This design comes from an exercise in tuning for small area on the open sky130 flow, not from production work.
The RTL was checked by simulation tests, not by an equivalence proof against the original design.
No activity file was given, so power comes from the tool's default toggle rates.

==> build 75: inputs <==
Design lcd_top, start of the top module:
module lcd_top(
    input clk,
    input nrst,
    input sw0,
    input btn0,
    input btn1,
    input btn2,
    input btn3,
    output [3:0] data,   
    output rs,
    output rw,
    output en   
);
    wire [3:0] data_internal;
    wire rs_internal;
    wire rw_internal;
    wire en_internal;
    lcd_init init (
        .clk(clk),
        .nrst(nrst),
        .sw0(sw0),
        .btn0(btn0),
        .btn1(btn1),
        .btn2(btn2),
        .btn3(btn3),
        .data(data_internal),   
        .rs(rs_internal),      
        .rw(rw_internal),      
        .en(en_internal)       
    );
    assign data = data_internal;
    assign rs   = rs_internal;
    assign rw   = rw_internal;
    assign en   = en_internal;
endmodule
==> module lcd_init, before the edit <==
module lcd_init (
    input clk,
    input nrst,
    input sw0,
    input btn0,
    input btn1,
    input btn2,
    input btn3,
    output reg [3:0] data,
    output reg rs,
    output wire rw,
    output wire en
);
    localparam [9:0]  M_U4  = 10'h38f, V_U4  = 10'h089;
    localparam [9:0]  M_M1  = 10'h3ff, V_M1  = 10'h247;
    localparam [9:0]  M_NL  = 10'h3dd, V_NL  = 10'h044;
    localparam [20:0] M_M6  = 21'h0043ff, V_M6  = 21'h0043cd;
    localparam [20:0] M_M30 = 21'h0307f7, V_M30 = 21'h010336;
    localparam [20:0] M_S2  = 21'h1ffffd, V_S2  = 21'h1dac59;
    localparam [5:0] K_START = 6'd11;
    localparam [1:0] PH_L = 2'b00, PH_H = 2'b01, PH_X = 2'b11, PH_P = 2'b10;
    reg [5:0]  k;
    reg [1:0]  ph;
    reg [9:0]  lo;
    reg [10:0] hi;
    assign rw = 1'b0;
    assign en = (ph == PH_H);
    wire tm   = k[5] & k[4];
    wire pend = tm & k[2];
    wire idle = tm & (ph == PH_X);
    wire [6:0] addr = hi[6:0];
    wire b0p = hi[7];
    wire b2p = hi[8];
    wire b3p = hi[9];
    wire mv_r = !btn2 && b2p;
    wire mv_l = !btn3 && b3p;
    wire mv_t = !btn0 && b0p;
    wire mv   = sw0 && (mv_r || mv_l || mv_t);
    wire hit_u4  = ((lo & M_U4) == V_U4);
    wire hit_m1  = ((lo & M_M1) == V_M1);
    wire hit_nl  = ((lo & M_NL) == V_NL);
    wire hit_m6  = (({hi, lo} & M_M6) == V_M6);
    wire hit_m30 = (({hi, lo} & M_M30) == V_M30);
    wire hit_s2  = (({hi, lo} & M_S2) == V_S2);
    reg adv;
    always @* begin
        case (ph)
            PH_L: adv = hit_u4;
            PH_H: adv = hit_m1;
            PH_P: adv = (k == 6'd11) ? hit_m30 : (k == 6'd12) ? hit_m6 : hit_u4;
            default: begin
                if (tm)                adv = mv;
                else if (k == 6'd11) adv = 1'b1;
                else if (k == 6'd33) adv = hit_nl;
                else if (k == 6'd45) adv = hit_s2;
                else                   adv = hit_u4;
            end
        endcase
    end
    wire has_x = (tm & ~k[2] & ~k[0]) | (k == 6'd25) | (k == 6'd33) | (k == 6'd35) | (k == 6'd45);
    wire [5:0] kinc;
    assign kinc[0] = ~k[0];
    assign kinc[1] = k[1] ^ k[0];
    assign kinc[2] = k[2] ^ (k[1] & k[0]);
    assign kinc[3] = k[3] ^ (k[2] & k[1] & k[0]);
    assign kinc[4] = k[4] ^ (k[3] & k[2] & k[1] & k[0]);
    assign kinc[5] = k[5] ^ (k[4] & k[3] & k[2] & k[1] & k[0]);
    always @(posedge clk or negedge nrst) begin
        if (!nrst) begin
            k  <= 6'd11;
            ph <= PH_X;
            rs <= 1'b0;
        end else if (adv) begin
            ph[1] <= ph[0];
            ph[0] <= ~ph[1] & (~ph[0] | has_x);
            case (ph)
                PH_L, PH_H: ;
                PH_X: begin
                    if (tm)
                        k <= {2'b11, k[3], 1'b1, mv_r ? 2'd0 : mv_l ? 2'd1 : 2'd2};
                    else if (k != K_START)
                        rs <= ~rs;
                end
                default: begin
                    if (pend)
                        k <= 6'b111001;
                    else if (tm)
                        k <= 6'b111000;
                    else
                        k <= kinc;
                end
            endcase
        end
    end
    wire clr = adv | idle | hit_m1;
    always @(posedge clk) begin
        lo[0] <= ~(clr | (lo[9] ^ ~lo[6]));
        lo[9:1] <= ~(lo[8:0] | {9{clr}});
    end
    wire dec = k[0];
    wire tog = k[1];
    wire [5:0] col = addr[5:0];
    wire [5:0] y = col ^ {6{dec}};
    wire [5:0] t;
    assign t[0] = 1'b1;
    assign t[1] = y[0];
    assign t[2] = y[0] & y[1];
    assign t[3] = y[0] & y[1] & y[2];
    assign t[4] = y[0] & y[1] & y[2] & y[3];
    assign t[5] = y[0] & y[1] & y[2] & y[3] & y[4];
    wire wrap = dec ? (t[5] & y[5]) : (col == 6'd39);
    wire [5:0] col_n = tog ? col : wrap ? (dec ? 6'd39 : 6'd0) : (col ^ t);
    wire line_n = addr[6] ^ (tog | wrap);
    always @(posedge clk) begin
        if (tm) begin
            if (idle && sw0) begin
                hi[7] <= btn0 | (b0p & (mv_r | mv_l));
                hi[8] <= btn2 & (b2p | ~btn0);
                hi[9] <= b3p ? (btn3 | mv_r) : (btn3 & ~btn0 & ~btn2);
            end
            if (adv && pend)
                hi[6:0] <= {line_n, col_n};
        end else if (adv) begin
            hi <= 11'd0;
        end else if (hit_m1) begin
            hi <= {hi[9:0], ~(hi[10] ^ hi[8])};
        end
    end
    always @* begin
        if (tm)
            data = ~k[3] ? 4'h0 : (k[2:0] == 3'b001) ? addr[3:0] : {1'b1, addr[6:4]};
        else
            case (k)
                6'd21, 6'd29, 6'd39, 6'd43, 6'd47: data = 4'h1;
                6'd15, 6'd16, 6'd31: data = 4'h2;
                6'd12, 6'd13, 6'd14, 6'd37, 6'd45: data = 4'h3;
                6'd26, 6'd28, 6'd32, 6'd36, 6'd38, 6'd40, 6'd42: data = 4'h4;
                6'd30, 6'd44: data = 4'h5;
                6'd23: data = 4'h6;
                6'd41: data = 4'h7;
                6'd17, 6'd19: data = 4'h8;
                6'd33: data = 4'hB;
                6'd34: data = 4'hC;
                6'd27: data = 4'hD;
                6'd25: data = 4'hF;
                default: data = 4'h0;
            endcase
    end
endmodule
==> flow/config.mk <==
export PLATFORM = sky130hd
export DESIGN_NAME = lcd_top
export DESIGN_NICKNAME = lcd_top
export VERILOG_FILES = /design/flow/design.v
export SDC_FILE = /design/flow/constraint.sdc
export NUM_CORES = 4
export LEC_CHECK = 0
export CAP_MARGIN = 20
export CORE_MARGIN = 2
export CORE_UTILIZATION = 40
export SLEW_MARGIN = 20
==> flow/constraint.sdc <==
create_clock -name core_clock -period 10.0 [get_ports {clk}]
set_input_delay 2.0000 -clock core_clock [delete_from_list [all_inputs] [get_ports {clk}]]
set_output_delay 2.0000 -clock core_clock [all_outputs]
set_load 0.01 [all_outputs]
standard.sh (not shown) runs the stock make flow with config.mk's settings and CLKGATE_MAP_FILE= SYNTH_SCRIPT=/design/flow/synth_recipe.tcl, a recipe that flattens the netlist after the stock synthesis.
==> flow/flow/run.sh <==
#!/bin/bash
# The standard layout (standard.sh) with three changes:
#  - Yosys's ABC mapping step uses an area-oriented script (flow/area.abc)
#    instead of ORFS's speed script; the rest of the synthesis, registers
#    included, is the standard synthesis (synth_recipe.tcl);
#  - ports are buffered with buf_1;
#  - clock tree synthesis uses clkbuf_4 and no dummy loads.
# make's output goes to flow.log; each step's log is under orfs/logs/.
set -euo pipefail
W=$PWD
{
  cat <<'TCL'
proc abc {args} {
  set i [lsearch -exact $args -script]
  if {$i >= 0} { lset args [expr {$i + 1}] $::env(AREA_ABC_SCRIPT) }
  yosys abc {*}$args
}
TCL
  cat "$W/synth_recipe.tcl"
} > "$W/area_synth.tcl"
sed -E "s#SYNTH_SCRIPT=[^ ]*synth_recipe\.tcl'?#SYNTH_SCRIPT=$W/area_synth.tcl#" "$W/standard.sh" > "$W/area_standard.sh"
grep -q "SYNTH_SCRIPT=$W/area_synth.tcl" "$W/area_standard.sh"
export AREA_ABC_SCRIPT="$W/flow/area.abc"
bash "$W/area_standard.sh" \
  "BUFFER_PORTS_ARGS=-buffer_cell sky130_fd_sc_hd__buf_1" \
  "CTS_ARGS=-sink_clustering_enable -repair_clock_nets -dont_use_dummy_load -buf_list sky130_fd_sc_hd__clkbuf_4" \
  finish > "$W/flow.log" 2>&1
==> flow/flow/area.abc <==
strash
balance -l; resub -K 6 -l; rewrite -l; resub -K 6 -N 2 -l; refactor -l; resub -K 8 -l; balance -l; resub -K 8 -N 2 -l; rewrite -l; resub -K 10 -l; rewrite -z -l; resub -K 10 -N 2 -l; balance -l; resub -K 12 -l; refactor -z -l; resub -K 12 -N 2 -l; rewrite -z -l; balance -l
dch -f
amap -m
topo
==> inputs of trial 23, as changes to build 75 <==
--- a/flow/design.v
+++ b/flow/design.v
@@ -20,3 +20,5 @@
     localparam [20:0] M_S2  = 21'h1ffffd, V_S2  = 21'h1dac59;
-    localparam [5:0] K_START = 6'd11;
+    localparam [5:0] K_START = 6'd6, K_S1 = 6'd7, K_NL = 6'd28, K_S2 = 6'd40;
+    localparam [5:0] K_X14 = 6'd20, K_X24 = 6'd30;
+    localparam [5:0] K_DONE = 6'd43, K_BR1 = 6'd54, K_PR = 6'd49, K_PL = 6'd52, K_PT = 6'd57;
     localparam [1:0] PH_L = 2'b00, PH_H = 2'b01, PH_X = 2'b11, PH_P = 2'b10;
@@ -28,4 +30,19 @@
     assign en = (ph == PH_H);
-    wire tm   = k[5] & k[4];
-    wire pend = tm & k[2];
+    wire [3:0] rom;
+    assign rom[0] = (k[4] & ~k[3] & k[2] & ~k[0]) | (k[4] & ~k[1] & ~k[0]) | (k[5] & ~k[0]) | (~k[5] & k[3] & ~k[2] & ~k[1]) | (~k[4] & ~k[3] & k[2] & k[1] & k[0]);
+    assign rom[1] = (~k[5] & ~k[4] & ~k[3] & k[0]) | (~k[5] & ~k[4] & ~k[2]) | (k[4] & k[2] & ~k[1] & ~k[0]) | (k[5] & ~k[1] & ~k[0]) | (k[4] & ~k[2] & k[1] & ~k[0]);
+    assign rom[2] = (k[4] & k[3] & k[0]) | (~k[3] & k[2] & ~k[1]) | (k[5] & ~k[3] & k[0]) | (k[4] & ~k[3] & k[2]) | (k[4] & ~k[3] & k[1] & ~k[0]);
+    assign rom[3] = (k[4] & k[3] & k[2] & ~k[1]) | (k[4] & ~k[3] & k[2] & ~k[0]) | (~k[4] & k[3] & k[2] & ~k[0]);
+    wire tm = (k[5] & k[4]) | (k[5] & k[3] & k[1] & k[0]);
+    wire pend_t = (~k[1]);
+    wire br1_t = (k[2] & k[1]);
+    wire dec_p = (k[2]);
+    wire tog_p = (k[3]);
+    wire has_x = (k[5] & k[3] & ~k[1] & ~k[0]) | (k[5] & k[3] & k[1] & k[0]) | (k[4] & k[3] & k[2] & ~k[0]) | (k[4] & k[2] & ~k[1] & ~k[0]);
+    wire start_p = (~k[5] & ~k[4] & ~k[3] & ~k[0]);
+    wire s1_p = (~k[5] & ~k[4] & ~k[3] & k[0]);
+    wire x_start = (~k[4] & ~k[3]);
+    wire x_nl = (k[4] & k[3] & ~k[1]);
+    wire x_s2 = (k[5]);
+    wire pend = tm & pend_t;
     wire idle = tm & (ph == PH_X);
@@ -35,2 +52,3 @@
     wire b3p = hi[9];
+    wire shown = hi[10];
     wire mv_r = !btn2 && b2p;
@@ -50,9 +68,9 @@
             PH_H: adv = hit_m1;
-            PH_P: adv = (k == 6'd11) ? hit_m30 : (k == 6'd12) ? hit_m6 : hit_u4;
+            PH_P: adv = start_p ? hit_m30 : s1_p ? hit_m6 : hit_u4;
             default: begin
-                if (tm)                adv = mv;
-                else if (k == 6'd11) adv = 1'b1;
-                else if (k == 6'd33) adv = hit_nl;
-                else if (k == 6'd45) adv = hit_s2;
-                else                   adv = hit_u4;
+                if (tm)           adv = mv;
+                else if (x_start) adv = 1'b1;
+                else if (x_nl)    adv = hit_nl;
+                else if (x_s2)    adv = hit_s2;
+                else              adv = hit_u4;
             end
@@ -60,13 +78,12 @@
     end
-    wire has_x = (tm & ~k[2] & ~k[0]) | (k == 6'd25) | (k == 6'd33) | (k == 6'd35) | (k == 6'd45);
-    wire [5:0] kinc;
-    assign kinc[0] = ~k[0];
-    assign kinc[1] = k[1] ^ k[0];
-    assign kinc[2] = k[2] ^ (k[1] & k[0]);
-    assign kinc[3] = k[3] ^ (k[2] & k[1] & k[0]);
-    assign kinc[4] = k[4] ^ (k[3] & k[2] & k[1] & k[0]);
-    assign kinc[5] = k[5] ^ (k[4] & k[3] & k[2] & k[1] & k[0]);
+    wire [5:0] kstep;
+    assign kstep[0] = ~k[0];
+    assign kstep[1] = k[1] ^ k[0];
+    assign kstep[2] = k[2] ^ (k[1] & k[0]);
+    assign kstep[3] = k[3] ^ (k[2] & k[1] & k[0]);
+    assign kstep[4] = k[4] ^ (k[3] & k[2] & k[1] & k[0]);
+    assign kstep[5] = k[5] ^ (k[4] & k[3] & k[2] & k[1] & k[0]);
     always @(posedge clk or negedge nrst) begin
         if (!nrst) begin
-            k  <= 6'd11;
+            k  <= K_START;
             ph <= PH_X;
@@ -80,4 +97,4 @@
                     if (tm)
-                        k <= {2'b11, k[3], 1'b1, mv_r ? 2'd0 : mv_l ? 2'd1 : 2'd2};
-                    else if (k != K_START)
+                        k <= mv_r ? K_PR : mv_l ? K_PL : K_PT;
+                    else if (!x_start)
                         rs <= ~rs;
@@ -85,8 +102,6 @@
                 default: begin
-                    if (pend)
-                        k <= 6'b111001;
-                    else if (tm)
-                        k <= 6'b111000;
+                    if (tm)
+                        k <= pend_t ? K_BR1 : K_DONE;
                     else
-                        k <= kinc;
+                        k <= kstep;
                 end
@@ -100,4 +115,4 @@
     end
-    wire dec = k[0];
-    wire tog = k[1];
+    wire dec = dec_p;
+    wire tog = tog_p;
     wire [5:0] col = addr[5:0];
@@ -121,4 +136,6 @@
             end
-            if (adv && pend)
+            if (adv && pend) begin
                 hi[6:0] <= {line_n, col_n};
+                hi[10] <= 1'b1;
+            end
         end else if (adv) begin
@@ -131,19 +148,5 @@
         if (tm)
-            data = ~k[3] ? 4'h0 : (k[2:0] == 3'b001) ? addr[3:0] : {1'b1, addr[6:4]};
+            data = br1_t ? addr[3:0] : shown ? {1'b1, addr[6:4]} : 4'h0;
         else
-            case (k)
-                6'd21, 6'd29, 6'd39, 6'd43, 6'd47: data = 4'h1;
-                6'd15, 6'd16, 6'd31: data = 4'h2;
-                6'd12, 6'd13, 6'd14, 6'd37, 6'd45: data = 4'h3;
-                6'd26, 6'd28, 6'd32, 6'd36, 6'd38, 6'd40, 6'd42: data = 4'h4;
-                6'd30, 6'd44: data = 4'h5;
-                6'd23: data = 4'h6;
-                6'd41: data = 4'h7;
-                6'd17, 6'd19: data = 4'h8;
-                6'd33: data = 4'hB;
-                6'd34: data = 4'hC;
-                6'd27: data = 4'hD;
-                6'd25: data = 4'hF;
-                default: data = 4'h0;
-            endcase
+            data = rom;
     end
==> run summary <==
item                                                                           build 75                   trial 23
Post-Syn Nets                                                                       276                        241
Area share of the leading cell type in the synthesized netlist                    16.8%                      18.3%
Number of standard cells after synthesis                                            262                        233
Avg Synthesized Cell Area                                                    7.52 sq um                 7.73 sq um
Worst-path fanout max                                                                11                         19
Count of buffer and inverter cells on the critical path                               2                          4
Worst hold-check slack                                                         0.446 ns                   0.456 ns
Proportion of layout cells with a drive suffix above 1                            3.96%                      4.02%
Critical Path Stages                                                                  9                          8
Worst ir drop on vdd                                                          0.0625 mV                  0.0532 mV
Outcome                                                no timing/DRC/antenna violations  no timing/DRC/antenna violations
Fraction of area in clock buffers and inverters                                   1.76%                      1.93%
Fraction of area in registers                                                     35.7%                      39.1%
Vias                                                                               1926                       1792
Post-layout minimum cycle time                                                  4.58 ns                    4.46 ns
Most common cell after layout, fill and taps aside              sky130_fd_sc_hd__nor2_1  sky130_fd_sc_hd__clkinv_1
Proportion of final cell area spent on non-clock buffers                          2.29%                      2.51%
Synth Area in Compound Gates                                                      25.1%                      27.2%

what the ideal ports hide:
How much do the figures lean on ideal ports? The routed layouts below were timed once more, with nothing changed but the port constraints. Step 1: set_driving_cell puts a clkbuf_16 on clk and a buf_2 on each other input, an assumption about the parent block. Step 2 times the ports against the registers' clock, not the clock port: input delays grow and output delays shrink by t, the midpoint of the rising clock arrivals with the driver on. a / b / c = no drivers / after step 1 / after step 2; a / b = the first two.
| run | t (ns) | setup WS [ns] | worst register clock-pin slew, ns | worst slew at a driven data input, ns |
|---|---|---|---|---|
| build 75 | 0.337 | 5.425 / 5.401 / 5.647 | 0.10 / 0.10 | 0.03 |
| trial 23 | 0.353 | 5.536 / 5.513 / 5.588 | 0.11 / 0.11 | 0.03 |
After both steps setup and hold are still met in every run listed.
